This design comes from an exercise in tuning for small area, a short achievable clock period and few clock cycles on the open sky130 flow, not from production work. No run shown here included a check of the RTL's function; only the layout flow was run. Power is estimated from default activity; no workload was simulated.

## flow/config.mk

```make
export PLATFORM = sky130hd
export DESIGN_NAME = conv_layer
export DESIGN_NICKNAME = conv_layer
export VERILOG_FILES = /design/flow/design.v
export SDC_FILE = /design/flow/constraint.sdc
export NUM_CORES = 4
export LEC_CHECK = 0
export CAP_MARGIN = 20
export CORE_AREA = 5 5 475 475
export DIE_AREA = 0 0 480 480
export SLEW_MARGIN = 20
export SYNTH_HIERARCHICAL = 1
```

## flow/constraint.sdc

```tcl
create_clock -name core_clock -period 7.0 [get_ports {clk}]
set_input_delay 1.4000 -clock core_clock [delete_from_list [all_inputs] [get_ports {clk}]]
set_output_delay 1.4000 -clock core_clock [all_outputs]
set_load 0.01 [all_outputs]
```

## flow/design.v

```verilog
`timescale 1ns / 1ps
module conv_layer_sel8 (
    input  wire [7:0] d,
    input  wire [7:0] s,
    output wire       y
);
assign y = &(d | s);
endmodule
module conv_layer #(
    parameter INPUT_CHANNELS = 3,
    parameter OUTPUT_CHANNELS = 32,
    parameter KERNEL_SIZE = 3,
    parameter INPUT_WIDTH = 4,
    parameter INPUT_HEIGHT = 4,
    parameter WEIGHT_BITS = 4,
    parameter ACTIVATION_BITS = 8
) (
    input wire clk,
    input wire rst_n,
    input wire [ACTIVATION_BITS-1:0] input_data,
    input wire input_valid,
    output wire input_ready,
    input wire [WEIGHT_BITS*256-1:0] weights_flat,
    input wire [7:0] weight_addr,
    input wire weight_valid,
    output wire [ACTIVATION_BITS-1:0] output_data,
    output wire output_valid,
    input wire output_ready,
    input wire start,
    output wire done,
    input wire [7:0] stride,
    input wire [7:0] padding,
    input wire [255:0] bias_flat
);
localparam TAPS = KERNEL_SIZE * KERNEL_SIZE;                   
localparam MACS = TAPS * INPUT_CHANNELS;                         
localparam NOUT = INPUT_WIDTH * INPUT_HEIGHT * OUTPUT_CHANNELS;  
reg        act;       
reg        wl;        
reg [4:0]  m;         
reg [8:0]  nc;        
reg        fin;       
reg        last1;     
reg        ov;        
reg        rdy;       
reg        done_r;
reg [WEIGHT_BITS-1:0]     wsr [0:TAPS-1];
reg [ACTIVATION_BITS-1:0] in_reg;
reg [15:0]                acc;
reg [ACTIVATION_BITS-1:0] out_reg;
wire wload   = act & ~wl & weight_valid;
wire taken   = input_valid & rdy;
wire last_in = taken & (m == MACS-1);
wire finish  = fin & ov & output_ready;
reg       act_n, wl_n, fin_n, ov_n;
reg [4:0] m_n;
always @(*) begin
    act_n = start | (act & ~finish);
    ov_n  = last1 | (ov & ~output_ready);
    m_n   = m;
    wl_n  = wl;
    if (wload | taken) begin
        if ((wload & (m == TAPS-1)) | (m == MACS-1))
            m_n = 5'd0;
        else
            m_n = m + 5'd1;
    end
    if (wload & (m == TAPS-1))
        wl_n = 1'b1;
    fin_n = fin;
    if (last_in & (nc == NOUT-1))
        fin_n = 1'b1;
    if (finish) begin
        wl_n  = 1'b0;
        fin_n = 1'b0;
    end
end
always @(posedge clk or negedge rst_n) begin
    if (!rst_n) begin
        act    <= 1'b0;
        wl     <= 1'b0;
        m      <= 5'd0;
        nc     <= 9'd0;
        fin    <= 1'b0;
        last1  <= 1'b0;
        ov     <= 1'b0;
        rdy    <= 1'b0;
        done_r <= 1'b0;
    end else begin
        act    <= act_n;
        wl     <= wl_n;
        m      <= m_n;
        fin    <= fin_n;
        last1  <= last_in;
        ov     <= ov_n;
        rdy    <= act_n & wl_n & ~fin_n & ~(ov_n & (m_n == MACS-1));
        done_r <= finish;
        if (last_in)
            nc <= nc + 9'd1;
    end
end
wire [7:0]  wlo = ~(8'd1 << weight_addr[2:0]);
wire [31:0] whi = ~((32'd1 << weight_addr[7:3]) & {32{wload}});
wire [WEIGHT_BITS-1:0] wtree;
genvar b, g, e;
generate
    for (b = 0; b < WEIGHT_BITS; b = b + 1) begin : WB
        wire [31:0] gy;
        wire [3:0]  py;
        for (g = 0; g < 32; g = g + 1) begin : WG
            wire [7:0] gd;
            for (e = 0; e < 8; e = e + 1) begin : WE
                assign gd[e] = weights_flat[WEIGHT_BITS*(8*g+e) + b];
            end
            conv_layer_sel8 u_g (.d(gd), .s(wlo), .y(gy[g]));
        end
        for (g = 0; g < 4; g = g + 1) begin : WP
            conv_layer_sel8 u_p (.d(gy[8*g +: 8]), .s(whi[8*g +: 8]), .y(py[g]));
        end
        assign wtree[b] = &py;
    end
endgenerate
wire wrot  = taken;
wire whold = ~(wload | taken);
wire [WEIGHT_BITS-1:0] w8_n = wtree & (wsr[0] | {WEIGHT_BITS{~wrot}})
                                    & (wsr[TAPS-1] | {WEIGHT_BITS{~whold}});
wire [7:0] blo = ~(8'd1 << nc[6:4]);
wire [3:0] bhi = ~(4'd1 << nc[8:7]);
wire [7:0] bsel;
generate
    for (b = 0; b < 8; b = b + 1) begin : BB
        wire [3:0] gy;
        for (g = 0; g < 4; g = g + 1) begin : BG
            wire [7:0] gd;
            for (e = 0; e < 8; e = e + 1) begin : BE
                assign gd[e] = bias_flat[8*(8*g+e) + b];
            end
            conv_layer_sel8 u_g (.d(gd), .s(blo), .y(gy[g]));
        end
        assign bsel[b] = &(gy | bhi);
    end
endgenerate
wire [15:0] sum = acc + in_reg * wsr[TAPS-1];
integer i;
always @(posedge clk) begin
    if (wload | taken) begin
        for (i = 0; i < TAPS-1; i = i + 1)
            wsr[i] <= wsr[i+1];
    end
    wsr[TAPS-1] <= w8_n;
    in_reg <= taken ? input_data : {ACTIVATION_BITS{1'b0}};
    if (last1 | ~act)
        acc <= {8'd0, bsel};
    else
        acc <= sum;
    if (last1)
        out_reg <= sum[15] ? {ACTIVATION_BITS{1'b0}} : sum[ACTIVATION_BITS-1:0];
end
assign input_ready  = rdy;
assign output_data  = out_reg;
assign output_valid = ov;
assign done         = done_r;
endmodule
```

## flow/flow/run.sh

```bash
#!/bin/bash
# Standard ORFS layout, with every port buffered by the smallest buffer
# instead of the default clkdlybuf4s50_1.
set -euo pipefail
export BUFFER_PORTS_ARGS="-buffer_cell sky130_fd_sc_hd__buf_1"
if [[ -f flow/place_pins_args ]]; then
  export PLACE_PINS_ARGS="$(cat flow/place_pins_args)"
fi
bash standard.sh finish > standard.log 2>&1
```

## flow/standard.sh

```bash
#!/bin/bash
# synth_recipe.tcl (not shown) runs the flow's synth.tcl, then flattens the netlist and writes it again
# the make line also repeats each setting of config.mk as NAME=value (left out here)
make -C /OpenROAD-flow-scripts/flow DESIGN_CONFIG=/design/flow/config.mk WORK_HOME=/design/flow/orfs CLKGATE_MAP_FILE= SYNTH_SCRIPT=/design/flow/synth_recipe.tcl "${@:-finish}"
```

==> report_table.html, run 1 <==
<table>
<tr><th>Metric</th><th>Value</th></tr>
<tr><th colspan="2">Run status</th></tr>
<tr><td>Result of the run</td><td>timing/DRC/antenna clean</td></tr>
<tr><th colspan="2">Power and ir drop</th></tr>
<tr><td>Relative contribution of combinational cells to total power</td><td>57.7%</td></tr>
<tr><td>Max VDD drop</td><td>0.0001578 V</td></tr>
<tr><td>Power per cell area</td><td>149.0 nW/um^2</td></tr>
<tr><td>Net switching power</td><td>about 1.5 mW</td></tr>
<tr><td>Static power due to leakage</td><td>between 6 and 7 nW</td></tr>
<tr><td>Clock network power share</td><td>15.3%</td></tr>
<tr><td>Tot Pwr</td><td>3.231 mW</td></tr>
<tr><td>Fraction of power spent switching nets</td><td>45.24%</td></tr>
<tr><td>Total internal power</td><td>1.769 mW</td></tr>
<tr><td>Portion of total power attributed to sequential cells</td><td>27.0%</td></tr>
<tr><th colspan="2">Placement</th></tr>
<tr><td>RePlAce Congestion</td><td>around 1.0</td></tr>
<tr><td>Buffers on Ports</td><td>approximately 1.3k</td></tr>
<tr><td>DP HPWL</td><td>139500 microns</td></tr>
<tr><th colspan="2">Finish</th></tr>
<tr><td>Ratio of cells with drive above 1 in the final layout</td><td>between 10 and 15%</td></tr>
<tr><td>Leading registers by flop count</td><td>wsr: 36 flops, acc: 16 flops, nc: 9 flops</td></tr>
<tr><td>Post-layout net count</td><td>4142</td></tr>
<tr><td>Max reg flops</td><td>36</td></tr>
<tr><td>Most flops, register</td><td>wsr</td></tr>
<tr><td>Post-synthesis to final-layout area growth</td><td>84.04%</td></tr>
<tr><td>Layout fillers</td><td>25.84k</td></tr>
<tr><th colspan="2">Synth</th></tr>
<tr><td>Net count after synthesis</td><td>2752</td></tr>
<tr><td>Synth Flop Type</td><td>sky130_fd_sc_hd__edfxtp_1</td></tr>
<tr><td>Share of the synthesized area in the top cell type</td><td>37.43%</td></tr>
<tr><td>Synthesized-area fraction occupied by and/or/nand/nor cells</td><td>28.10%</td></tr>
<tr><td>Synthesized area per cell</td><td>8.501 sq um</td></tr>
<tr><td>Largest family of logic cells by synthesized area</td><td>compound AO/OA/AOI/OAI gates</td></tr>
<tr><td>Cells taking the most area after synthesis</td><td>sky130_fd_sc_hd__o22ai_1, sky130_fd_sc_hd__nor4_2, sky130_fd_sc_hd__edfxtp_1, sky130_fd_sc_hd__dfxtp_1, sky130_fd_sc_hd__dfrtp_1</td></tr>
<tr><td>FF+latch count, synth</td><td>89</td></tr>
<tr><td>Xor and xnor fraction of the mapped netlist area</td><td>1.115%</td></tr>
<tr><td>Compound-Gate Fraction of Synth Area</td><td>40.85%</td></tr>
<tr><td>Adder-cell area share of the yosys netlist</td><td>6.435%</td></tr>
<tr><td>Fraction of synthesized area in multiplexers</td><td>1.890%</td></tr>
<tr><td>Number of cells produced by synthesis</td><td>approximately 1.4k</td></tr>
<tr><td>Cell Area, Synth</td><td>11780 sq um</td></tr>
<tr><td>EDFF count, synth</td><td>40</td></tr>
<tr><td>Share of synthesized registers carrying an async set or reset</td><td>23.60%</td></tr>
<tr><td>Number of distinct library cells after synthesis</td><td>54</td></tr>
<tr><td>Post-synthesis sequential area ratio</td><td>19.41%</td></tr>
<tr><td>Post-synth top area cell</td><td>sky130_fd_sc_hd__o22ai_1</td></tr>
<tr><td>Yosys warns</td><td>8</td></tr>
<tr><th colspan="2">Critical path</th></tr>
<tr><td>Setup CP Type</td><td>in2reg</td></tr>
<tr><td>Signal arrival time at the worst endpoint</td><td>5.33 ns</td></tr>
<tr><td>Reg-to-Reg End</td><td>out_reg[7]</td></tr>
<tr><td>Kind of capture point of the worst setup path</td><td>flop</td></tr>
<tr><td>Beginning of the worst register-to-register path</td><td>wsr[8][2]</td></tr>
<tr><td>Type of origin of the critical path</td><td>primary input</td></tr>
<tr><td>Critical Path RT</td><td>around 7.3 ns</td></tr>
<tr><td>Number of cells on the worst reg-to-reg path</td><td>12</td></tr>
<tr><td>Internal reg-to-reg setup slack</td><td>~2.7 ns</td></tr>
<tr><td>Maximum fanout count along the critical path</td><td>26</td></tr>
<tr><th colspan="2">Clocking</th></tr>
<tr><td>Clock transition at the registers of the reported paths</td><td>0.07 ns</td></tr>
<tr><td>Cell chosen for the clock root</td><td>sky130_fd_sc_hd__clkbuf_16</td></tr>
<tr><td>Post-CTS setup-driven buffer insertion count</td><td>0</td></tr>
<tr><td>Number of buffers between clock root and the deepest sink</td><td>2</td></tr>
<tr><td>TritonCTS clock tree</td><td>done</td></tr>
<tr><td>Max H-tree Level</td><td>3</td></tr>
<tr><td>Resized Gates After CTS</td><td>0</td></tr>
<tr><td>Clock latency reported for the late side of the worst-skew pair</td><td>~0.36 ns</td></tr>
<tr><td>Clock buffers created by TritonCTS</td><td>9</td></tr>
<tr><td>Number of sinks driven by the clock tree</td><td>between 80 and 90</td></tr>
<tr><td>Hold-fix buffer count after cts</td><td>0</td></tr>
<tr><th colspan="2">Global routing</th></tr>
<tr><td>Number of global-route vias before repair</td><td>20.19k</td></tr>
<tr><td>Maximum number of pins on one net before global-route repair</td><td>66</td></tr>
<tr><td>Grt ovf</td><td>0</td></tr>
<tr><td>Overall Global Routing Usage</td><td>between 10% and 20%</td></tr>
<tr><td>Antenna violations before repair</td><td>106</td></tr>
<tr><td>Global-route wire length before repair</td><td>195100 microns</td></tr>
<tr><th colspan="2">STA</th></tr>
<tr><td>Unrepaired setup endpoints after global routing</td><td>false</td></tr>
<tr><td>Number of hold violations in the final report</td><td>0</td></tr>
<tr><td>Transition time of the tightest slew-check pin</td><td>approximately 1.2 ns</td></tr>
<tr><td>Worst Clk Skew</td><td>0.01241 ns</td></tr>
<tr><td>Fin crit period</td><td>~5.1 ns</td></tr>
<tr><td>Remaining max-slew budget at the tightest pin</td><td>20.14%</td></tr>
<tr><td>Summed negative setup slack over all endpoints</td><td>0 ns</td></tr>
<tr><td>Final max-slew violation count</td><td>0</td></tr>
<tr><td>Count of endpoints failing setup in the final report</td><td>0</td></tr>
<tr><td>Timing-limited maximum frequency</td><td>197.5 MHz</td></tr>
<tr><td>Period utilisation layout</td><td>about 72%</td></tr>
<tr><th colspan="2">Route</th></tr>
<tr><td>Via-per-instance ratio</td><td>3.518</td></tr>
<tr><td>Number of nets with antenna violations after routing</td><td>0</td></tr>
<tr><td>Wire length per cell after detailed routing</td><td>27.40 microns</td></tr>
<tr><td>DRC violation count after routing</td><td>0</td></tr>
<tr><td>First drt pass iteration count</td><td>6</td></tr>
<tr><td>Drt total wl</td><td>158700 microns</td></tr>
<tr><td>Detailed-route via count</td><td>20.38k</td></tr>
<tr><td>1st-iter DRT viols</td><td>1451</td></tr>
<tr><th colspan="2">Min path</th></tr>
<tr><td>Instance count along the most critical hold path</td><td>0</td></tr>
<tr><td>Worst min-delay path category</td><td>reg2reg</td></tr>
<tr><td>Endpoint, Worst Hold</td><td>wsr[0][2]</td></tr>
<tr><td>Worst Hold Launch</td><td>wsr[1][2]</td></tr>
<tr><th colspan="2">Floorplan</th></tr>
<tr><td>Placeable core region</td><td>approximately 220000 sq um</td></tr>
<tr><td>Number of primary I/O pins</td><td>1329</td></tr>
<tr><td>Die area</td><td>around 230000 sq um</td></tr>
<tr><td>Number of placement rows</td><td>172</td></tr>
<tr><td>Chip Width</td><td>about 480 microns</td></tr>
<tr><td>Chip Height</td><td>480 microns</td></tr>
<tr><td>Initial standard-cell utilization of the core</td><td>5.362%</td></tr>
<tr><th colspan="2">Job</th></tr>
<tr><td>Max-Cap Viols</td><td>0</td></tr>
</table>
## cell usage in the layout, fill, tap and decap left out, types with 3 or more instances in the layout
cell / count
sky130_fd_sc_hd__a21o_1: 11
sky130_fd_sc_hd__mux4_2: 8
sky130_fd_sc_hd__diode_2: 54
sky130_fd_sc_hd__nor2_1: 27
sky130_fd_sc_hd__a31oi_1: 4
sky130_fd_sc_hd__inv_6: 3
sky130_fd_sc_hd__dfrtp_1: 21
sky130_fd_sc_hd__nand3_1: 11
sky130_fd_sc_hd__buf_12: 16
sky130_fd_sc_hd__and2_1: 29
sky130_fd_sc_hd__xor2_1: 7
sky130_fd_sc_hd__clkbuf_16: 10
sky130_fd_sc_hd__and3_1: 17
sky130_fd_sc_hd__dfxtp_1: 28
sky130_fd_sc_hd__edfxtp_1: 40
sky130_fd_sc_hd__nand3b_1: 5
sky130_fd_sc_hd__o22ai_1: 705
sky130_fd_sc_hd__fa_1: 21
sky130_fd_sc_hd__ha_1: 27
sky130_fd_sc_hd__nor4_4: 3
sky130_fd_sc_hd__or3_1: 4
sky130_fd_sc_hd__o21ai_0: 9
sky130_fd_sc_hd__inv_1: 51
sky130_fd_sc_hd__nand4_1: 8
sky130_fd_sc_hd__buf_1: 1312
sky130_fd_sc_hd__buf_4: 67
sky130_fd_sc_hd__nor4_2: 173
sky130_fd_sc_hd__nand2b_1: 6
sky130_fd_sc_hd__nor3_1: 14
sky130_fd_sc_hd__xnor2_1: 8
sky130_fd_sc_hd__a21oi_1: 14
sky130_fd_sc_hd__nand2_1: 72
## Yosys cell counts (4+ instances only)
library cell / instances
sky130_fd_sc_hd__nor3_1: 15
sky130_fd_sc_hd__a21o_1: 11
sky130_fd_sc_hd__dfrtp_1: 21
sky130_fd_sc_hd__ha_1: 27
sky130_fd_sc_hd__nor2b_1: 4
sky130_fd_sc_hd__or3b_2: 4
sky130_fd_sc_hd__buf_2: 6
sky130_fd_sc_hd__nor4_2: 176
sky130_fd_sc_hd__nand2_1: 74
sky130_fd_sc_hd__o21ai_0: 9
sky130_fd_sc_hd__or3_1: 6
sky130_fd_sc_hd__dfxtp_1: 28
sky130_fd_sc_hd__nand3_1: 12
sky130_fd_sc_hd__nand3b_1: 5
sky130_fd_sc_hd__o22ai_1: 705
sky130_fd_sc_hd__xnor2_1: 8
sky130_fd_sc_hd__fa_1: 21
sky130_fd_sc_hd__and2_1: 29
sky130_fd_sc_hd__clkbuf_1: 7
sky130_fd_sc_hd__a31oi_1: 4
sky130_fd_sc_hd__nand4_1: 8
sky130_fd_sc_hd__a21oi_1: 14
sky130_fd_sc_hd__xor2_1: 7
sky130_fd_sc_hd__edfxtp_1: 40
sky130_fd_sc_hd__nor2_1: 28
sky130_fd_sc_hd__inv_1: 51
sky130_fd_sc_hd__and3_1: 17
sky130_fd_sc_hd__nand2b_1: 6
sky130_fd_sc_hd__mux4_2: 8
## worst max-delay path by stage
stage	cells after the start	end	startpoint
after global routing	10	wsr[8][3]	weight_addr[1]
after detailed placement	10	wsr[8][3]	weight_addr[1]
after floorplan	7	wsr[8][0]	weight_addr[1]
after global placement	10	wsr[8][3]	weight_addr[1]
after CTS	10	wsr[8][3]	weight_addr[1]
final	10	wsr[8][1]	weight_addr[0]
## kinds of logic (layout without fill, tap and decap cells)
| group | after synthesis | count (layout) |
|---|---|---|
| muxes | 12 | 12 |
| AOI/OAI and AO/OA | 762 | 762 |
| other | 0 | 54 |
| buffers and inverters | 67 | 1462 |
| and+or+nand+nor | 393 | 393 |
| xor gates and xnor gates | 15 | 15 |
| DFF | 89 | 89 |
| adders and majority gates | 48 | 48 |
## routing by layer
metal / wire length [microns] / track usage, %
met4: 9483 / 7.028
met2: 77880 / 22.27
met3: 16600 / 5.188
met5: 389 / 0
met1: 54370 / 12.93
## power groups by stage
stage	combinational, mW	clock [mW]	sequential (mW)
final	1.86	0.495	0.872
after detailed placement	1.88	0	0.883
after floorplan	1.06	0	0.830
after global routing	2.06	0.538	0.896
after CTS	1.89	0.514	0.873
after global placement	1.87	0	0.877
## layout make-up
cell class / count / area [sq um] / area share [%]
clock buffer: 10 / 250.2 / 1.154
inverter: 51 / 191.4 / 0.8828
multi-input combinational: 1230 / 9320 / 42.98
tap: 2958 / 3701 / 17.07
sequential: 89 / 2287 / 10.55
clock inverter: 6 / 51.30 / 0.2366
timing repair buffer: 1395 / 5748 / 26.51
antenna: 54 / 135.1 / 0.6232
## modules after synthesis, one instance, submodules excluded
module | flip-flops and latches | area, sq um
conv_layer | 89 | 5176
conv_layer_sel8 | 0 | 37.54
## through the flow
| step | cells | utilization, % | setup WS [ns] | hold WS, ns | instance area (sq um) |
|---|---|---|---|---|---|
| finish | 5793 | 9.869 | 1.937 | 0.4208 | 21680 |
| global route | 5776 | 9.850 | 1.605 | 0.4263 | 21640 |
| CTS | 5739 | 9.807 | 1.729 | 0.4208 | 21550 |
| detailed placement | 5723 | 9.670 | 1.390 | 0.4045 | 21250 |
| global placement | 5723 | 9.670 | 1.507 | 0.4000 | 21250 |
| floorplan | 1386 | - | 1.929 | 0.4003 | 11780 |
## worst max-delay path, stage by stage
cell	delay [ns]
sky130_fd_sc_hd__buf_1	0.32
sky130_fd_sc_hd__nor2_1	0.13
sky130_fd_sc_hd__nand2_4	0.43
sky130_fd_sc_hd__buf_12	0.29
sky130_fd_sc_hd__o22ai_1	0.15
sky130_fd_sc_hd__nor4_2	0.68
sky130_fd_sc_hd__o22ai_1	0.48
sky130_fd_sc_hd__nor4_2	0.78
sky130_fd_sc_hd__nand4_1	0.33
sky130_fd_sc_hd__nor3_1	0.28
==> run 2: changes to the inputs <==
--- a/flow/config.mk
+++ b/flow/config.mk
@@ -6,7 +6,7 @@
 export NUM_CORES = 4
 export LEC_CHECK = 0
 export CAP_MARGIN = 20
-export CORE_AREA = 5 5 475 475
-export DIE_AREA = 0 0 480 480
+export CORE_AREA = 5 5 395 395
+export DIE_AREA = 0 0 400 400
 export SLEW_MARGIN = 20
 export SYNTH_HIERARCHICAL = 1
==> report_table.html, run 2 <==
<table>
<tr><th>Metric</th><th>Value</th></tr>
<tr><th colspan="2">Floorplan</th></tr>
<tr><td>Number of placement rows</td><td>143 (-17%)</td></tr>
<tr><td>Number of primary I/O pins</td><td>1329 (unchanged)</td></tr>
<tr><td>Chip Height</td><td>400 microns (-17%)</td></tr>
<tr><td>Chip Width</td><td>400 microns (-17%)</td></tr>
<tr><td>Placeable core region</td><td>151500 sq um (-31%)</td></tr>
<tr><td>Initial standard-cell utilization of the core</td><td>7.775% (+2.4 points)</td></tr>
<tr><td>Die area</td><td>160000 sq um (-31%)</td></tr>
<tr><th colspan="2">STA</th></tr>
<tr><td>Remaining max-slew budget at the tightest pin</td><td>35.53% (+15 points)</td></tr>
<tr><td>Unrepaired setup endpoints after global routing</td><td>false</td></tr>
<tr><td>Number of hold violations in the final report</td><td>0 (unchanged)</td></tr>
<tr><td>Summed negative setup slack over all endpoints</td><td>0 ns (unchanged)</td></tr>
<tr><td>Worst Clk Skew</td><td>0.01627 ns (+0.003863 ns)</td></tr>
<tr><td>Period utilisation layout</td><td>73.95% (+1.6 points)</td></tr>
<tr><td>Timing-limited maximum frequency</td><td>193.2 MHz (-2.2%)</td></tr>
<tr><td>Transition time of the tightest slew-check pin</td><td>0.9670 ns (-0.2265 ns)</td></tr>
<tr><td>Final max-slew violation count</td><td>0 (unchanged)</td></tr>
<tr><td>Fin crit period</td><td>5.177 ns (+0.1139 ns)</td></tr>
<tr><td>Final worst setup slack</td><td>1.823 ns (-0.1139 ns)</td></tr>
<tr><td>Count of endpoints failing setup in the final report</td><td>0 (unchanged)</td></tr>
<tr><th colspan="2">Critical path</th></tr>
<tr><td>Cells along the critical path</td><td>buf_1 -&gt; or3_4 -&gt; buf_4 -&gt; o22ai_1 -&gt; nor4_2 -&gt; buf_4 -&gt; o22ai_1 -&gt; nor4_2 -&gt; nand4_1 -&gt; nor3_1</td></tr>
<tr><td>Delay contributed by the slowest stage of the critical path</td><td>0.78 ns (about the same)</td></tr>
<tr><td>Buffer and inverter count on the worst path</td><td>3 (+1)</td></tr>
<tr><td>Maximum fanout count along the critical path</td><td>52 (+100%)</td></tr>
<tr><td>Type of origin of the critical path</td><td>primary input</td></tr>
<tr><td>Kind of capture point of the worst setup path</td><td>flop</td></tr>
<tr><td>Internal reg-to-reg setup slack</td><td>2.62 ns (-0.03 ns)</td></tr>
<tr><td>Critical Path RT</td><td>7.28 ns (about the same)</td></tr>
<tr><td>Cell family with the largest share of critical-path delay</td><td>simple AND/OR/NAND/NOR gates</td></tr>
<tr><td>Signal arrival time at the worst endpoint</td><td>5.46 ns (+0.13 ns)</td></tr>
<tr><td>Crit path max-delay cell type</td><td>sky130_fd_sc_hd__nor4_2</td></tr>
<tr><td>Setup CP Type</td><td>in2reg</td></tr>
<tr><th colspan="2">Placement</th></tr>
<tr><td>Buffers on Ports</td><td>1312 (unchanged)</td></tr>
<tr><td>DP HPWL</td><td>109800 microns (-21%)</td></tr>
<tr><td>RePlAce Congestion</td><td>0.9545 (-6.5%)</td></tr>
<tr><td>Cell Area, Placed</td><td>19720 sq um (-7.2%)</td></tr>
<tr><td>Worst setup timing slack at the placement stage</td><td>1.335 ns (-0.05483 ns)</td></tr>
<tr><th colspan="2">Clocking</th></tr>
<tr><td>Resized Gates After CTS</td><td>0 (unchanged)</td></tr>
<tr><td>TritonCTS clock tree</td><td>done</td></tr>
<tr><td>Max H-tree Level</td><td>3 (unchanged)</td></tr>
<tr><td>Clock transition at the registers of the reported paths</td><td>0.07 ns (about the same)</td></tr>
<tr><td>Post-CTS setup-driven buffer insertion count</td><td>0 (unchanged)</td></tr>
<tr><td>Clock latency reported for the late side of the worst-skew pair</td><td>0.37 ns (about the same)</td></tr>
<tr><td>Hold-fix buffer count after cts</td><td>0 (unchanged)</td></tr>
<tr><td>Clock buffers created by TritonCTS</td><td>9 (unchanged)</td></tr>
<tr><td>Number of buffers between clock root and the deepest sink</td><td>2 (unchanged)</td></tr>
<tr><td>Cell chosen for the clock root</td><td>sky130_fd_sc_hd__clkbuf_16</td></tr>
<tr><td>Number of sinks driven by the clock tree</td><td>89 (unchanged)</td></tr>
<tr><th colspan="2">Synth</th></tr>
<tr><td>FF+latch count, synth</td><td>89 (unchanged)</td></tr>
<tr><td>Share of the synthesized area in the top cell type</td><td>37.43% (unchanged)</td></tr>
<tr><td>EDFF count, synth</td><td>40 (unchanged)</td></tr>
<tr><td>Compound-Gate Fraction of Synth Area</td><td>40.85% (unchanged)</td></tr>
<tr><td>Largest family of logic cells by synthesized area</td><td>compound AO/OA/AOI/OAI gates</td></tr>
<tr><td>Fraction of synthesized area in multiplexers</td><td>1.890% (unchanged)</td></tr>
<tr><td>Number of distinct library cells after synthesis</td><td>54 (unchanged)</td></tr>
<tr><td>Most used standard cell by instance count after synthesis</td><td>sky130_fd_sc_hd__o22ai_1</td></tr>
<tr><td>Number of cells produced by synthesis</td><td>1386 (unchanged)</td></tr>
<tr><td>Post-synth top area cell</td><td>sky130_fd_sc_hd__o22ai_1</td></tr>
<tr><td>Post-synthesis sequential area ratio</td><td>19.41% (unchanged)</td></tr>
<tr><td>Share of synthesized registers carrying an async set or reset</td><td>23.60% (unchanged)</td></tr>
<tr><td>Xor and xnor fraction of the mapped netlist area</td><td>1.115% (unchanged)</td></tr>
<tr><td>Synth Flop Type</td><td>sky130_fd_sc_hd__edfxtp_1</td></tr>
<tr><td>Net count after synthesis</td><td>2752 (unchanged)</td></tr>
<tr><td>Cells taking the most area after synthesis</td><td>sky130_fd_sc_hd__o22ai_1, sky130_fd_sc_hd__nor4_2, sky130_fd_sc_hd__edfxtp_1, sky130_fd_sc_hd__dfxtp_1, sky130_fd_sc_hd__dfrtp_1</td></tr>
<tr><td>Cell Area, Synth</td><td>11780 sq um (unchanged)</td></tr>
<tr><td>Synthesized area per cell</td><td>8.501 sq um (unchanged)</td></tr>
<tr><td>Adder-cell area share of the yosys netlist</td><td>6.435% (unchanged)</td></tr>
<tr><td>Most instantiated cells after synthesis</td><td>sky130_fd_sc_hd__o22ai_1, sky130_fd_sc_hd__nor4_2, sky130_fd_sc_hd__nand2_1</td></tr>
<tr><td>Synthesized-area fraction occupied by and/or/nand/nor cells</td><td>28.10% (unchanged)</td></tr>
<tr><td>Yosys warns</td><td>8 (unchanged)</td></tr>
<tr><th colspan="2">Global routing</th></tr>
<tr><td>Number of global-route vias before repair</td><td>19.11k (-5.4%)</td></tr>
<tr><td>Global-route wire length before repair</td><td>156000 microns (-20%)</td></tr>
<tr><td>Grt ovf</td><td>0 (unchanged)</td></tr>
<tr><td>Maximum number of pins on one net before global-route repair</td><td>80 (+21%)</td></tr>
<tr><td>Antenna violations before repair</td><td>57 (-46%)</td></tr>
<tr><td>Overall Global Routing Usage</td><td>14.15% (+1.4 points)</td></tr>
<tr><th colspan="2">Power and ir drop</th></tr>
<tr><td>Portion of total power attributed to sequential cells</td><td>28.0% (+1.0 points)</td></tr>
<tr><td>Static power due to leakage</td><td>5.886 nW (-3.2%)</td></tr>
<tr><td>Power per cell area</td><td>156.8 nW/um^2 (+5.2%)</td></tr>
<tr><td>Total internal power</td><td>1.739 mW (-1.7%)</td></tr>
<tr><td>Max VDD drop</td><td>0.0001393 V (-12%)</td></tr>
<tr><td>Relative contribution of combinational cells to total power</td><td>56.5% (-1.2 points)</td></tr>
<tr><td>Net switching power</td><td>1.413 mW (-3.3%)</td></tr>
<tr><td>Fraction of power spent switching nets</td><td>44.83% (-0.41 points)</td></tr>
<tr><td>Tot Pwr</td><td>3.152 mW (-2.4%)</td></tr>
<tr><td>Clock network power share</td><td>15.5% (+0.2 points)</td></tr>
<tr><th colspan="2">Finish</th></tr>
<tr><td>Post-layout net count</td><td>4113 (-0.70%)</td></tr>
<tr><td>Most common cell after layout, fill and taps aside</td><td>sky130_fd_sc_hd__buf_1</td></tr>
<tr><td>Final cell area excluding filler cells</td><td>20110 sq um (-7.3%)</td></tr>
<tr><td>Post-synthesis to final-layout area growth</td><td>70.66%</td></tr>
<tr><td>Max reg flops</td><td>36 (unchanged)</td></tr>
<tr><td>Leading registers by flop count</td><td>wsr: 36 flops, acc: 16 flops, nc: 9 flops</td></tr>
<tr><td>Ratio of cells with drive above 1 in the final layout</td><td>10.07% (-1.0 points)</td></tr>
<tr><td>Leading cell types in the layout, fill and taps excluded</td><td>sky130_fd_sc_hd__buf_1, sky130_fd_sc_hd__o22ai_1, sky130_fd_sc_hd__nor4_2</td></tr>
<tr><td>Most flops, register</td><td>wsr</td></tr>
<tr><th colspan="2">Route</th></tr>
<tr><td>Detailed-route via count</td><td>20.70k (+1.6%)</td></tr>
<tr><td>Drt total wl</td><td>126700 microns (-20%)</td></tr>
<tr><td>Number of nets with antenna violations after routing</td><td>0 (unchanged)</td></tr>
<tr><td>1st-iter DRT viols</td><td>2398 (+65%)</td></tr>
<tr><td>Via-per-instance ratio</td><td>4.296 (+22%)</td></tr>
<tr><td>Wire length per cell after detailed routing</td><td>26.31 microns (-4.0%)</td></tr>
<tr><td>First drt pass iteration count</td><td>6 (unchanged)</td></tr>
<tr><td>DRC violation count after routing</td><td>0 (unchanged)</td></tr>
<tr><th colspan="2">Job</th></tr>
<tr><td>Max-Cap Viols</td><td>0 (unchanged)</td></tr>
<tr><th colspan="2">Run status</th></tr>
<tr><td>Result of the run</td><td>timing/DRC/antenna clean</td></tr>
<tr><th colspan="2">Min path</th></tr>
<tr><td>Worst min-delay path category</td><td>reg2reg</td></tr>
</table>
run 2: cell count changes in the layout (fill, tap and decap cells not counted), moves of 2 or more:
cell,before,now
sky130_fd_sc_hd__buf_12,16,7
sky130_fd_sc_hd__nor4_4,3,0
sky130_fd_sc_hd__buf_4,67,47
sky130_fd_sc_hd__diode_2,54,36
sky130_fd_sc_hd__clkinv_4,0,2
sky130_fd_sc_hd__nor4_2,173,176
run 2: layout make-up:
| class | instances | area [sq um] |
|---|---|---|
| Multi-Input combinational cell | 1230 | 9290 |
| Inverter | 51 | 191.4 |
| Clock buffer | 9 | 225.2 |
| Antenna cell | 36 | 90.09 |
| Clock inverter | 7 | 66.31 |
| Tap cell | 2030 | 2540 |
| Sequential cell | 89 | 2287 |
| Timing Repair Buffer | 1366 | 5418 |
| Fill cell | 17555 | 131400 |
run 2: final timing paths:
check,cells after the start,to,start
worst max-delay path,10,wsr[8][0],weight_addr[1]
worst min-delay path,0,wsr[0][2],wsr[1][2]
worst max register to register,12,out_reg[1],wsr[8][2]
worst min register to register,0,wsr[0][2],wsr[1][2]
max in group asynchronous,2,nc[5],rst_n
min in group asynchronous,2,done_r,rst_n
run 2: logic make-up after synthesis:
| group | Yosys count |
|---|---|
| compound gates | 762 |
| xor+xnor | 15 |
| fa+ha+maj | 48 |
| buf+inv | 67 |
| flops | 89 |
| mux | 12 |
| simple gates | 393 |
run 2: worst reg2reg max path: cells and delay by family, from the launching register on:
kind	cells	cell delay [ns]
simple gates	3	0.69
buf+inv	2	0.09
compound gates	3	0.94
flops	1	0.57
fa+ha+maj	4	1.85
run 2: Yosys stat by module, one instance, submodules excluded:
| module | flops+latches | area, sq um | times used | cells |
|---|---|---|---|---|
| conv_layer | 89 | 5176 | 1 | 506 |
| conv_layer_sel8 | 0 | 37.54 | 176 | 5 |
run 2: power by group through the flow:
stage	Combinational, mW	Sequential [mW]	Clock [mW]
after CTS	1.79	0.885	0.510
after detailed placement	1.78	0.895	0
after floorplan	1.06	0.830	0
final	1.78	0.881	0.489
after global placement	1.77	0.886	0
after global routing	1.98	0.904	0.528
run 2: through the flow:
step | std cells | utilization (%) | hold slack [ns]
finish | 4818 | 13.27 | 0.4162
floorplan | 1386 | - | 0.4003
global placement | 4765 | 13.01 | 0.4003
detailed placement | 4765 | 13.01 | 0.4045
global route | 4808 | 13.25 | 0.4218
CTS | 4781 | 13.20 | 0.4186
run 2: routing by layer:
metal,GRT usage (%),share of wire [%]
met1,16.60,38
met2,25.21,51
met3,3.139,8.3
met4,4.928,3.2
met5,0.8621,0.10
==> run 3: changes to the inputs <==
--- a/flow/design.v
+++ b/flow/design.v
@@ -4,7 +4,7 @@
     input  wire [7:0] s,
     output wire       y
 );
-assign y = &(d | s);
+assign y = |(d & s);
 endmodule
 module conv_layer #(
     parameter INPUT_CHANNELS = 3,
@@ -45,7 +45,7 @@
 reg        rdy;       
 reg        done_r;
 reg [WEIGHT_BITS-1:0]     wsr [0:TAPS-1];
-reg [ACTIVATION_BITS-1:0] in_reg;
+reg [ACTIVATION_BITS+WEIGHT_BITS-1:0] prod;   
 reg [15:0]                acc;
 reg [ACTIVATION_BITS-1:0] out_reg;
 wire wload   = act & ~wl & weight_valid;
@@ -99,8 +99,8 @@
             nc <= nc + 9'd1;
     end
 end
-wire [7:0]  wlo = ~(8'd1 << weight_addr[2:0]);
-wire [31:0] whi = ~((32'd1 << weight_addr[7:3]) & {32{wload}});
+wire [7:0]  wlo = 8'd1 << weight_addr[2:0];
+wire [31:0] whi = (32'd1 << weight_addr[7:3]) & {32{wload}};
 wire [WEIGHT_BITS-1:0] wtree;
 genvar b, g, e;
 generate
@@ -117,15 +117,15 @@
         for (g = 0; g < 4; g = g + 1) begin : WP
             conv_layer_sel8 u_p (.d(gy[8*g +: 8]), .s(whi[8*g +: 8]), .y(py[g]));
         end
-        assign wtree[b] = &py;
+        assign wtree[b] = |py;
     end
 endgenerate
 wire wrot  = taken;
 wire whold = ~(wload | taken);
-wire [WEIGHT_BITS-1:0] w8_n = wtree & (wsr[0] | {WEIGHT_BITS{~wrot}})
-                                    & (wsr[TAPS-1] | {WEIGHT_BITS{~whold}});
-wire [7:0] blo = ~(8'd1 << nc[6:4]);
-wire [3:0] bhi = ~(4'd1 << nc[8:7]);
+wire [WEIGHT_BITS-1:0] w8_n = wtree | (wsr[0] & {WEIGHT_BITS{wrot}})
+                                    | (wsr[TAPS-1] & {WEIGHT_BITS{whold}});
+wire [7:0] blo = 8'd1 << nc[6:4];
+wire [3:0] bhi = 4'd1 << nc[8:7];
 wire [7:0] bsel;
 generate
     for (b = 0; b < 8; b = b + 1) begin : BB
@@ -137,10 +137,10 @@
             end
             conv_layer_sel8 u_g (.d(gd), .s(blo), .y(gy[g]));
         end
-        assign bsel[b] = &(gy | bhi);
+        assign bsel[b] = |(gy & bhi);
     end
 endgenerate
-wire [15:0] sum = acc + in_reg * wsr[TAPS-1];
+wire [15:0] sum = acc + prod;
 integer i;
 always @(posedge clk) begin
     if (wload | taken) begin
@@ -148,7 +148,7 @@
             wsr[i] <= wsr[i+1];
     end
     wsr[TAPS-1] <= w8_n;
-    in_reg <= taken ? input_data : {ACTIVATION_BITS{1'b0}};
+    prod <= taken ? input_data * wsr[0] : {(ACTIVATION_BITS+WEIGHT_BITS){1'b0}};
     if (last1 | ~act)
         acc <= {8'd0, bsel};
     else
==> report_table.html, run 3 <==
<table>
<tr><th>Metric</th><th>Value</th></tr>
<tr><th colspan="2">Floorplan</th></tr>
<tr><td>Number of placement rows</td><td>143 (unchanged)</td></tr>
<tr><td>Chip Width</td><td>400 microns (unchanged)</td></tr>
<tr><td>Number of primary I/O pins</td><td>1329 (unchanged)</td></tr>
<tr><td>Chip Height</td><td>400 microns (unchanged)</td></tr>
<tr><td>Die area</td><td>160000 sq um (unchanged)</td></tr>
<tr><td>Placeable core region</td><td>151500 sq um (unchanged)</td></tr>
<tr><td>Initial standard-cell utilization of the core</td><td>7.750% (-0.025 points)</td></tr>
<tr><th colspan="2">Finish</th></tr>
<tr><td>Layout fillers</td><td>17.69k (+0.79%)</td></tr>
<tr><td>Final cell area excluding filler cells</td><td>19960 sq um (-0.74%)</td></tr>
<tr><td>Post-layout net count</td><td>4091 (-0.53%)</td></tr>
<tr><td>Post-synthesis to final-layout area growth</td><td>69.94%</td></tr>
<tr><td>Leading registers by flop count</td><td>wsr: 36 flops, acc: 16 flops, prod: 12 flops</td></tr>
<tr><td>Leading cell types in the layout, fill and taps excluded</td><td>sky130_fd_sc_hd__buf_1, sky130_fd_sc_hd__a22oi_1, sky130_fd_sc_hd__nand4_1</td></tr>
<tr><td>Max reg flops</td><td>36 (unchanged)</td></tr>
<tr><td>Ratio of cells with drive above 1 in the final layout</td><td>3.404% (-6.7 points)</td></tr>
<tr><td>Most common cell after layout, fill and taps aside</td><td>sky130_fd_sc_hd__buf_1</td></tr>
<tr><td>Layout Utilization</td><td>13.17% (-0.098 points)</td></tr>
<tr><td>Final cell count without fillers</td><td>4794 (-0.50%)</td></tr>
<tr><td>Most flops, register</td><td>wsr</td></tr>
<tr><th colspan="2">Power and ir drop</th></tr>
<tr><td>Tot Pwr</td><td>3.209 mW (+1.8%)</td></tr>
<tr><td>Max VDD drop</td><td>0.0001308 V (-6.1%)</td></tr>
<tr><td>Power per cell area</td><td>160.8 nW/um^2 (+2.6%)</td></tr>
<tr><td>Static power due to leakage</td><td>5.616 nW (-4.6%)</td></tr>
<tr><th colspan="2">Route</th></tr>
<tr><td>Detailed-routed wire length on met3</td><td>16140 microns (+53%)</td></tr>
<tr><td>Uppermost routed layer</td><td>met5</td></tr>
<tr><td>1st-iter DRT viols</td><td>2561 (+6.8%)</td></tr>
<tr><td>Detailed-route via count</td><td>21.29k (+2.8%)</td></tr>
<tr><td>Drt total wl</td><td>144000 microns (+14%)</td></tr>
<tr><td>DRT met1 WL</td><td>54970 microns (+15%)</td></tr>
<tr><td>DRC violation count after routing</td><td>0 (unchanged)</td></tr>
<tr><td>Via-per-instance ratio</td><td>4.440 (+3.4%)</td></tr>
<tr><td>First drt pass iteration count</td><td>8 (+2)</td></tr>
<tr><td>Detail Route met2 WL</td><td>67300 microns (+4.9%)</td></tr>
<tr><td>Wire length per cell after detailed routing</td><td>30.04 microns (+14%)</td></tr>
<tr><td>Number of nets with antenna violations after routing</td><td>0 (unchanged)</td></tr>
<tr><th colspan="2">Synth</th></tr>
<tr><td>Most instantiated cells after synthesis</td><td>sky130_fd_sc_hd__a22oi_1, sky130_fd_sc_hd__nand4_1, sky130_fd_sc_hd__nor2_1</td></tr>
<tr><td>Synth Flop Type</td><td>sky130_fd_sc_hd__edfxtp_1</td></tr>
<tr><td>EDFF count, synth</td><td>40 (unchanged)</td></tr>
<tr><td>Number of distinct library cells after synthesis</td><td>67 (+24%)</td></tr>
<tr><td>Number of cells produced by synthesis</td><td>1389 (+0.22%)</td></tr>
<tr><td>Cell Area, Synth</td><td>11750 sq um (-0.32%)</td></tr>
<tr><td>Net count after synthesis</td><td>2753 (+0.036%)</td></tr>
<tr><td>Post-synthesis sequential area ratio</td><td>20.16% (+0.74 points)</td></tr>
<tr><td>Post-synth top area cell</td><td>sky130_fd_sc_hd__a22oi_1</td></tr>
<tr><td>Share of synthesized registers carrying an async set or reset</td><td>22.58% (-1.0 points)</td></tr>
<tr><td>Most used standard cell by instance count after synthesis</td><td>sky130_fd_sc_hd__a22oi_1</td></tr>
<tr><td>Yosys warns</td><td>8 (unchanged)</td></tr>
<tr><td>FF+latch count, synth</td><td>93 (+4.5%)</td></tr>
<tr><td>Cells taking the most area after synthesis</td><td>sky130_fd_sc_hd__a22oi_1, sky130_fd_sc_hd__edfxtp_1, sky130_fd_sc_hd__nand4_1, sky130_fd_sc_hd__dfxtp_1, sky130_fd_sc_hd__dfrtp_1</td></tr>
<tr><td>Share of the synthesized area in the top cell type</td><td>45.00% (+7.6 points)</td></tr>
<tr><td>Synthesized area per cell</td><td>8.456 sq um (-0.53%)</td></tr>
<tr><th colspan="2">Clocking</th></tr>
<tr><td>Cell chosen for the clock root</td><td>sky130_fd_sc_hd__clkbuf_16</td></tr>
<tr><td>TritonCTS clock tree</td><td>done</td></tr>
<tr><td>Number of buffers between clock root and the deepest sink</td><td>2 (unchanged)</td></tr>
<tr><td>Max H-tree Level</td><td>3 (unchanged)</td></tr>
<tr><td>Clock transition at the registers of the reported paths</td><td>0.06 ns (about the same)</td></tr>
<tr><td>Clock buffers created by TritonCTS</td><td>9 (unchanged)</td></tr>
<tr><td>Number of sinks driven by the clock tree</td><td>93 (+4.5%)</td></tr>
<tr><td>Clock latency reported for the late side of the worst-skew pair</td><td>0.34 ns (-0.03 ns)</td></tr>
<tr><td>Resized Gates After CTS</td><td>0 (unchanged)</td></tr>
<tr><td>Post-CTS setup-driven buffer insertion count</td><td>0 (unchanged)</td></tr>
<tr><td>Hold-fix buffer count after cts</td><td>0 (unchanged)</td></tr>
<tr><th colspan="2">STA</th></tr>
<tr><td>Number of hold violations in the final report</td><td>0 (unchanged)</td></tr>
<tr><td>Unrepaired setup endpoints after global routing</td><td>false</td></tr>
<tr><td>Fin crit period</td><td>5.158 ns (-0.01827 ns)</td></tr>
<tr><td>Worst Clk Skew</td><td>0.006804 ns (-0.009466 ns)</td></tr>
<tr><td>Period utilisation layout</td><td>73.69% (-0.26 points)</td></tr>
<tr><td>Timing-limited maximum frequency</td><td>193.9 MHz (+0.35%)</td></tr>
<tr><td>Transition time of the tightest slew-check pin</td><td>1.176 ns (+0.2090 ns)</td></tr>
<tr><td>Summed negative setup slack over all endpoints</td><td>0 ns (unchanged)</td></tr>
<tr><td>Remaining max-slew budget at the tightest pin</td><td>21.60% (-14 points)</td></tr>
<tr><td>Final max-slew violation count</td><td>0 (unchanged)</td></tr>
<tr><td>Count of endpoints failing setup in the final report</td><td>0 (unchanged)</td></tr>
<tr><td>Final worst hold slack</td><td>0.4193 ns (+0.003074 ns)</td></tr>
<tr><td>Final worst setup slack</td><td>1.842 ns (+0.01827 ns)</td></tr>
<tr><th colspan="2">Placement</th></tr>
<tr><td>DP HPWL</td><td>125000 microns (+14%)</td></tr>
<tr><td>Number of cells in the design after placement</td><td>4746 (-0.40%)</td></tr>
<tr><td>Cell Area, Placed</td><td>19550 sq um (-0.88%)</td></tr>
<tr><td>Buffers on Ports</td><td>1312 (unchanged)</td></tr>
<tr><td>Worst setup timing slack at the placement stage</td><td>1.249 ns (-0.08580 ns)</td></tr>
<tr><td>RePlAce Congestion</td><td>0.9751 (+2.2%)</td></tr>
<tr><th colspan="2">Global routing</th></tr>
<tr><td>Antenna violations before repair</td><td>120 (+110%)</td></tr>
<tr><td>Maximum number of pins on one net before global-route repair</td><td>129 (+61%)</td></tr>
<tr><td>Overall Global Routing Usage</td><td>16.17% (+2.0 points)</td></tr>
<tr><td>Number of global-route vias before repair</td><td>19.11k (+0.021%)</td></tr>
<tr><td>Grt ovf</td><td>0 (unchanged)</td></tr>
<tr><td>Global-route wire length before repair</td><td>173500 microns (+11%)</td></tr>
<tr><th colspan="2">Job</th></tr>
<tr><td>Max-Cap Viols</td><td>0 (unchanged)</td></tr>
<tr><th colspan="2">Critical path</th></tr>
<tr><td>Crit path max-delay cell type</td><td>sky130_fd_sc_hd__a22oi_1</td></tr>
<tr><td>Critical Path RT</td><td>7.23 ns (-0.05 ns)</td></tr>
<tr><td>Buffer and inverter count on the worst path</td><td>2 (-1)</td></tr>
<tr><td>Delay contributed by the slowest stage of the critical path</td><td>0.66 ns (-0.12 ns)</td></tr>
<tr><td>Signal arrival time at the worst endpoint</td><td>5.39 ns (-0.07 ns)</td></tr>
<tr><td>Kind of capture point of the worst setup path</td><td>flop</td></tr>
<tr><td>Maximum fanout count along the critical path</td><td>67 (+29%)</td></tr>
<tr><td>Setup CP Type</td><td>in2reg</td></tr>
<tr><td>Type of origin of the critical path</td><td>primary input</td></tr>
<tr><td>Cell family with the largest share of critical-path delay</td><td>simple AND/OR/NAND/NOR gates</td></tr>
<tr><td>Cells along the critical path</td><td>buf_1 -&gt; and3b_4 -&gt; buf_4 -&gt; a22oi_1 -&gt; nand4_1 -&gt; a22oi_1 -&gt; nand4_1 -&gt; or4_1 -&gt; a221o_1</td></tr>
<tr><th colspan="2">Run status</th></tr>
<tr><td>Result of the run</td><td>timing/DRC/antenna clean</td></tr>
<tr><th colspan="2">Min path</th></tr>
<tr><td>Worst min-delay path category</td><td>reg2reg</td></tr>
</table>
run 3: cell count changes after synthesis, moves of 7 or more:
cell / change
sky130_fd_sc_hd__a22oi_1: +704
sky130_fd_sc_hd__o22ai_1: -704
sky130_fd_sc_hd__nor4_2: -176
sky130_fd_sc_hd__nand4_1: +174
sky130_fd_sc_hd__nand2_1: -33
sky130_fd_sc_hd__inv_1: -25
sky130_fd_sc_hd__nor2_1: +15
sky130_fd_sc_hd__and3_1: -10
sky130_fd_sc_hd__fa_1: -8
sky130_fd_sc_hd__nor3_1: +8
sky130_fd_sc_hd__o211ai_1: +8
sky130_fd_sc_hd__o21ai_0: +7
run 3: cells by family after synthesis:
| group | synth area share [%] |
|---|---|
| adders and majority gates | 5.731 |
| buffers and inverters | 1.587 |
| xor gates and xnor gates | 1.481 |
| DFF | 20.16 |
| AOI/OAI and AO/OA | 50.45 |
| muxes | 2.077 |
| and+or+nand+nor | 18.51 |
run 3: area by class of cell:
cell class | instances | area, sq um | area share [%]
clock buffers | 10 | 239.0 | 1.197
repair buffers | 1345 | 5248 | 26.29
clock inverters | 6 | 93.84 | 0.4702
multi-input cells | 1251 | 9289 | 46.54
diodes | 32 | 80.08 | 0.4012
inverters | 27 | 102.6 | 0.5140
flip-flops and latches | 93 | 2367 | 11.86
well taps | 2030 | 2540 | 12.73
run 3: final timing paths:
check                                  to  slack [ns]  cells after the start      startpoint
min in group asynchronous              ov        1.06                      2           rst_n
worst min-delay path            wsr[6][1]        0.42                      0       wsr[7][1]
worst max-delay path            wsr[8][1]        1.84                      9  weight_addr[0]
worst max register to register  wsr[8][0]        3.31                      9             act
max in group asynchronous            m[0]        5.71                      2           rst_n
worst min register to register  wsr[6][1]        0.42                      0       wsr[7][1]
run 3: modules after synthesis, one instance, submodules excluded:
| module | flops+latches | area (sq um) |
|---|---|---|
| conv_layer | 93 | 5359 |
| conv_layer_sel8 | 0 | 36.28 |
run 3: where the power goes:
part	total [mW]	internal, mW	switching [mW]
Combinational	1.77	0.703	1.06
Clock	0.532	0.325	0.207
Sequential	0.911	0.799	0.112
run 3: metal layers:
layer,vias up,global-route usage (%)
met5,-,0.3695
met4,62,4.558
met3,362,5.527
met2,1711,27.05
met1,10199,19.65
li1,8953,-
run 3: worst reg2reg max path: stages, from the launching register on:
cell and delay, ns:
sky130_fd_sc_hd__dfrtp_1 0.44, sky130_fd_sc_hd__nand3b_2 0.34, sky130_fd_sc_hd__nor2_1 0.12, sky130_fd_sc_hd__nand3_1 0.25
sky130_fd_sc_hd__nor2_1 0.07, sky130_fd_sc_hd__buf_4 0.18, sky130_fd_sc_hd__a22oi_1 0.72, sky130_fd_sc_hd__nand4_1 0.42
sky130_fd_sc_hd__or4_1 0.73, sky130_fd_sc_hd__a221o_1 0.31
==> run 4: changes to the inputs <==
--- a/flow/config.mk
+++ b/flow/config.mk
@@ -8,5 +8,6 @@
 export CAP_MARGIN = 20
 export CORE_AREA = 5 5 395 395
 export DIE_AREA = 0 0 400 400
+export SETUP_SLACK_MARGIN = 3.6
 export SLEW_MARGIN = 20
 export SYNTH_HIERARCHICAL = 1
==> report_table.html, run 4 <==
<table>
<tr><th>Metric</th><th>Value</th></tr>
<tr><th colspan="2">Run status</th></tr>
<tr><td>Result of the run</td><td>timing/DRC/antenna clean</td></tr>
<tr><th colspan="2">Critical path</th></tr>
<tr><td>Delay contributed by the slowest stage of the critical path</td><td>0.71 ns (+0.05 ns)</td></tr>
<tr><td>Crit path max-delay cell type</td><td>sky130_fd_sc_hd__or4_4</td></tr>
<tr><td>Cell family with the largest share of critical-path delay</td><td>simple AND/OR/NAND/NOR gates</td></tr>
<tr><td>Maximum fanout count along the critical path</td><td>8 (-88%)</td></tr>
<tr><td>Cells along the critical path</td><td>buf_16 -&gt; nor3b_4 -&gt; buf_12 -&gt; buf_16 -&gt; a22oi_1 -&gt; nand4_1 -&gt; a22oi_2 -&gt; nand4_1 -&gt; or4_4 -&gt; a221o_1</td></tr>
<tr><td>Type of origin of the critical path</td><td>primary input</td></tr>
<tr><td>Kind of capture point of the worst setup path</td><td>flop</td></tr>
<tr><td>Buffer and inverter count on the worst path</td><td>3 (+1)</td></tr>
<tr><td>Number of cells on the worst reg-to-reg path</td><td>7 (-2)</td></tr>
<tr><td>Critical Path RT</td><td>7.24 ns (about the same)</td></tr>
<tr><td>Setup CP Type</td><td>in2reg</td></tr>
<tr><td>Signal arrival time at the worst endpoint</td><td>4.45 ns (-0.94 ns)</td></tr>
<tr><td>Crit. path cell count</td><td>10 (+1)</td></tr>
<tr><th colspan="2">Synth</th></tr>
<tr><td>Most used standard cell by instance count after synthesis</td><td>sky130_fd_sc_hd__a22oi_1</td></tr>
<tr><td>Number of cells produced by synthesis</td><td>1389 (unchanged)</td></tr>
<tr><td>Fraction of synthesized area in multiplexers</td><td>2.077% (unchanged)</td></tr>
<tr><td>Largest family of logic cells by synthesized area</td><td>compound AO/OA/AOI/OAI gates</td></tr>
<tr><td>Number of distinct library cells after synthesis</td><td>67 (unchanged)</td></tr>
<tr><td>Adder-cell area share of the yosys netlist</td><td>5.731% (unchanged)</td></tr>
<tr><td>Most instantiated cells after synthesis</td><td>sky130_fd_sc_hd__a22oi_1, sky130_fd_sc_hd__nand4_1, sky130_fd_sc_hd__nor2_1</td></tr>
<tr><td>Share of the synthesized area in the top cell type</td><td>45.00% (unchanged)</td></tr>
<tr><td>Cells taking the most area after synthesis</td><td>sky130_fd_sc_hd__a22oi_1, sky130_fd_sc_hd__edfxtp_1, sky130_fd_sc_hd__nand4_1, sky130_fd_sc_hd__dfxtp_1, sky130_fd_sc_hd__dfrtp_1</td></tr>
<tr><td>Synthesized area per cell</td><td>8.456 sq um (unchanged)</td></tr>
<tr><td>Synth Flop Type</td><td>sky130_fd_sc_hd__edfxtp_1</td></tr>
<tr><td>Synthesized-area fraction occupied by and/or/nand/nor cells</td><td>18.51% (unchanged)</td></tr>
<tr><td>Post-synth top area cell</td><td>sky130_fd_sc_hd__a22oi_1</td></tr>
<tr><td>Share of synthesized registers carrying an async set or reset</td><td>22.58% (unchanged)</td></tr>
<tr><td>Cell Area, Synth</td><td>11750 sq um (unchanged)</td></tr>
<tr><td>Compound-Gate Fraction of Synth Area</td><td>50.45% (unchanged)</td></tr>
<tr><td>FF+latch count, synth</td><td>93 (unchanged)</td></tr>
<tr><td>Net count after synthesis</td><td>2753 (unchanged)</td></tr>
<tr><td>Xor and xnor fraction of the mapped netlist area</td><td>1.481% (unchanged)</td></tr>
<tr><td>Yosys warns</td><td>8 (unchanged)</td></tr>
<tr><td>EDFF count, synth</td><td>40 (unchanged)</td></tr>
<tr><td>Post-synthesis sequential area ratio</td><td>20.16% (unchanged)</td></tr>
<tr><th colspan="2">STA</th></tr>
<tr><td>Unrepaired setup endpoints after global routing</td><td>true</td></tr>
<tr><td>Count of endpoints failing setup in the final report</td><td>0 (unchanged)</td></tr>
<tr><td>Period utilisation layout</td><td>60.13% (-14 points)</td></tr>
<tr><td>Summed negative setup slack over all endpoints</td><td>0 ns (unchanged)</td></tr>
<tr><td>Timing-limited maximum frequency</td><td>237.6 MHz (+23%)</td></tr>
<tr><td>Number of hold violations in the final report</td><td>0 (unchanged)</td></tr>
<tr><td>Fin crit period</td><td>4.209 ns (-0.9497 ns)</td></tr>
<tr><td>Worst Clk Skew</td><td>0.008404 ns (+0.001600 ns)</td></tr>
<tr><td>Transition time of the tightest slew-check pin</td><td>0.8976 ns (-0.2785 ns)</td></tr>
<tr><td>Final worst setup slack</td><td>2.791 ns (+0.9497 ns)</td></tr>
<tr><td>Final max-slew violation count</td><td>0 (unchanged)</td></tr>
<tr><td>Remaining max-slew budget at the tightest pin</td><td>39.94% (+18 points)</td></tr>
<tr><th colspan="2">Global routing</th></tr>
<tr><td>Global routing's busiest layer</td><td>met2</td></tr>
<tr><td>Met2 routing resource usage after global routing</td><td>29.75% (+2.7 points)</td></tr>
<tr><td>Maximum number of pins on one net before global-route repair</td><td>54 (-58%)</td></tr>
<tr><td>Global-route wire length before repair</td><td>196100 microns (+13%)</td></tr>
<tr><td>Overall Global Routing Usage</td><td>18.61% (+2.4 points)</td></tr>
<tr><td>Grt ovf</td><td>0 (unchanged)</td></tr>
<tr><td>GR Layer Usage met1</td><td>21.78% (+2.1 points)</td></tr>
<tr><td>Met3 demand-to-capacity share in global routing</td><td>8.227% (+2.7 points)</td></tr>
<tr><td>Antenna violations before repair</td><td>116 (-3.3%)</td></tr>
<tr><td>Number of global-route vias before repair</td><td>20.85k (+9.1%)</td></tr>
<tr><th colspan="2">Power and ir drop</th></tr>
<tr><td>Max VDD drop</td><td>0.0001339 V (+2.3%)</td></tr>
<tr><td>Tot Pwr</td><td>3.727 mW (+16%)</td></tr>
<tr><td>Power per cell area</td><td>168.4 nW/um^2 (+4.7%)</td></tr>
<tr><td>Static power due to leakage</td><td>6.510 nW (+16%)</td></tr>
<tr><th colspan="2">Clocking</th></tr>
<tr><td>TritonCTS clock tree</td><td>done</td></tr>
<tr><td>Number of sinks driven by the clock tree</td><td>93 (unchanged)</td></tr>
<tr><td>Clock transition at the registers of the reported paths</td><td>0.07 ns (about the same)</td></tr>
<tr><td>Max H-tree Level</td><td>3 (unchanged)</td></tr>
<tr><td>Cell chosen for the clock root</td><td>sky130_fd_sc_hd__clkbuf_16</td></tr>
<tr><td>Number of buffers between clock root and the deepest sink</td><td>2 (unchanged)</td></tr>
<tr><td>Clock buffers created by TritonCTS</td><td>9 (unchanged)</td></tr>
<tr><td>Clock latency reported for the late side of the worst-skew pair</td><td>0.34 ns (about the same)</td></tr>
<tr><th colspan="2">Floorplan</th></tr>
<tr><td>Number of placement rows</td><td>143 (unchanged)</td></tr>
<tr><td>Initial standard-cell utilization of the core</td><td>7.750% (unchanged)</td></tr>
<tr><td>Placeable core region</td><td>151500 sq um (unchanged)</td></tr>
<tr><td>Die area</td><td>160000 sq um (unchanged)</td></tr>
<tr><td>Chip Width</td><td>400 microns (unchanged)</td></tr>
<tr><td>Number of primary I/O pins</td><td>1329 (unchanged)</td></tr>
<tr><td>Chip Height</td><td>400 microns (unchanged)</td></tr>
<tr><th colspan="2">Finish</th></tr>
<tr><td>Post-layout net count</td><td>4180 (+2.2%)</td></tr>
<tr><td>Post-synthesis to final-layout area growth</td><td>88.39%</td></tr>
<tr><td>Final cell count without fillers</td><td>4910 (+2.4%)</td></tr>
<tr><td>Most flops, register</td><td>wsr</td></tr>
<tr><td>Leading registers by flop count</td><td>wsr: 36 flops, acc: 16 flops, prod: 12 flops</td></tr>
<tr><td>Ratio of cells with drive above 1 in the final layout</td><td>9.536% (+6.1 points)</td></tr>
<tr><td>Max reg flops</td><td>36 (unchanged)</td></tr>
<tr><td>Leading cell types in the layout, fill and taps excluded</td><td>sky130_fd_sc_hd__buf_1, sky130_fd_sc_hd__a22oi_1, sky130_fd_sc_hd__nand4_1</td></tr>
<tr><td>Final cell area excluding filler cells</td><td>22130 sq um (+11%)</td></tr>
<tr><td>Most common cell after layout, fill and taps aside</td><td>sky130_fd_sc_hd__buf_1</td></tr>
<tr><th colspan="2">Route</th></tr>
<tr><td>Number of nets with antenna violations after routing</td><td>0 (unchanged)</td></tr>
<tr><td>First drt pass iteration count</td><td>6 (-2)</td></tr>
<tr><td>Via-per-instance ratio</td><td>4.556 (+2.6%)</td></tr>
<tr><td>Drt total wl</td><td>164700 microns (+14%)</td></tr>
<tr><td>DRC violation count after routing</td><td>0 (unchanged)</td></tr>
<tr><td>1st-iter DRT viols</td><td>2970 (+16%)</td></tr>
<tr><td>Detailed-route via count</td><td>22.37k (+5.1%)</td></tr>
<tr><td>Wire length per cell after detailed routing</td><td>33.54 microns (+12%)</td></tr>
<tr><th colspan="2">Job</th></tr>
<tr><td>Max-Cap Viols</td><td>0 (unchanged)</td></tr>
<tr><th colspan="2">Placement</th></tr>
<tr><td>Worst setup timing slack at the placement stage</td><td>0.9367 ns (-0.3127 ns)</td></tr>
<tr><td>DP HPWL</td><td>130100 microns (+4.1%)</td></tr>
<tr><td>Cell Area, Placed</td><td>19710 sq um (+0.85%)</td></tr>
<tr><td>Buffers on Ports</td><td>1312 (unchanged)</td></tr>
<tr><td>Number of cells in the design after placement</td><td>4758 (+0.25%)</td></tr>
<tr><td>RePlAce Congestion</td><td>0.9974 (+2.3%)</td></tr>
<tr><th colspan="2">Min path</th></tr>
<tr><td>Instance count along the most critical hold path</td><td>0 (unchanged)</td></tr>
<tr><td>Worst min-delay path category</td><td>reg2reg</td></tr>
</table>
==> run 4: modules after synthesis, one instance, submodules excluded <==
| module | flip-flops and latches | copies in the design |
|---|---|---|
| conv_layer_sel8 | 0 | 176 |
| conv_layer | 93 | 1 |
==> run 4: what timing repair did <==
action	CTS	global route
hold buffers	0	0
setup endpoints to repair	11	12
setup buffers	42	11
gates cloned	21	3
resized for setup	113	62
pin swaps	56	50
==> run 4: worst paths after layout <==
kind | to | slack, ns | startpoint
max in group asynchronous | nc[4] | 5.71 | rst_n
min in group asynchronous | done_r | 1.03 | rst_n
worst min register to register | wsr[5][2] | 0.42 | wsr[6][2]
worst min-delay path | wsr[5][2] | 0.42 | wsr[6][2]
worst max-delay path | wsr[8][3] | 2.79 | weight_addr[1]
worst max register to register | wsr[8][3] | 3.53 | act
==> run 4: layer usage <==
layer | part of all wire (%) | vias to the layer above | wire (microns)
li1 | - | 9191 | -
met1 | 38 | 10818 | 62180
met2 | 45 | 1881 | 73780
met3 | 12 | 411 | 20260
met4 | 4.9 | 68 | 8035
met5 | 0.25 | - | 418
==> run 4: worst register-to-register path, cell delays in order, from the launching register on <==
cell and delay (ns):
sky130_fd_sc_hd__dfrtp_1 0.48, sky130_fd_sc_hd__nand3b_4 0.24, sky130_fd_sc_hd__or3_1 0.29, sky130_fd_sc_hd__nor2_1 0.24
sky130_fd_sc_hd__a22oi_2 0.53, sky130_fd_sc_hd__nand4_1 0.59, sky130_fd_sc_hd__or4_4 0.72, sky130_fd_sc_hd__a221o_1 0.28
==> run 4: per-stage QoR <==
| stage | util, % | hold WS (ns) |
|---|---|---|
| 2_1_floorplan | - | 0.4003 |
| 3_3_place_gp | 12.98 | 0.4000 |
| 3_5_place_dp | 13.01 | 0.4045 |
| 4_1_cts | 14.22 | 0.4217 |
| 5_1_grt | 14.56 | 0.4279 |
| 6_report | 14.60 | 0.4212 |
==> run 4: cell families (layout without fill, tap and decap cells) <==
family                     after synthesis  after routing
xor gates and xnor gates                19             19
adders and majority gates               46             46
buffers and inverters                   45           1474
AOI/OAI and AO/OA                      796            796
muxes                                   14             14
DFF                                     93             93
other                                    0             59
and+or+nand+nor                        376            379
==> run 4: cell type report <==
class | count | area [sq um]
well taps | 2030 | 2540
multi-input cells | 1254 | 9731
fillers | 17543 | 129400
clock inverters | 7 | 120.1
inverters | 27 | 103.9
clock buffers | 9 | 225.2
repair buffers | 1431 | 6892
diodes | 59 | 147.6
flip-flops and latches | 93 | 2367
==> run 4: power by group <==
part	switching (mW)	leakage [nW]	internal, mW	total, mW
clock network	0.218	0.168	0.351	0.569
registers	0.119	0.920	0.797	0.916
logic	1.26	5.42	0.977	2.24
total	1.60	6.51	2.13	3.73

-- static timing again, ports no longer ideal --
The flow's constraints put no driver on any port. The routed layouts listed below were extracted and timed again, unchanged, in two steps. Step 1 sets driving cells, clkbuf_16 on the clock port and buf_2 on the other inputs (assumed; they add their load-dependent delay and slew). Step 2 times the ports against the registers' clock, not the clock port: input delays grow and output delays shrink by t, the midpoint of the rising clock arrivals with the driver on. a / b / c = ideal / step 1 / step 2; a / b = the first two.
| run | shift t [ns] | slack for setup (ns) | latest minus earliest clock arrival (ns) | slew at the worst register clock pin (ns) |
|---|---|---|---|---|
| run 1 | 0.391 | 1.937 / 1.813 / 1.422 | 0.014 / 0.014 | 0.08 / 0.08 |
| run 2 | 0.414 | 1.823 / 1.835 / 1.421 | 0.019 / 0.019 | 0.08 / 0.08 |
| run 3 | 0.378 | 1.842 / 1.821 / 1.443 | 0.007 / 0.007 | 0.07 / 0.07 |
| run 4 | 0.381 | 2.791 / 2.634 / 2.253 | 0.011 / 0.012 | 0.07 / 0.07 |
After both steps every run listed still meets setup and hold. The setup slack of run 4, which loses most, moves by -0.157 ns with the drivers and by -0.538 ns with both steps.
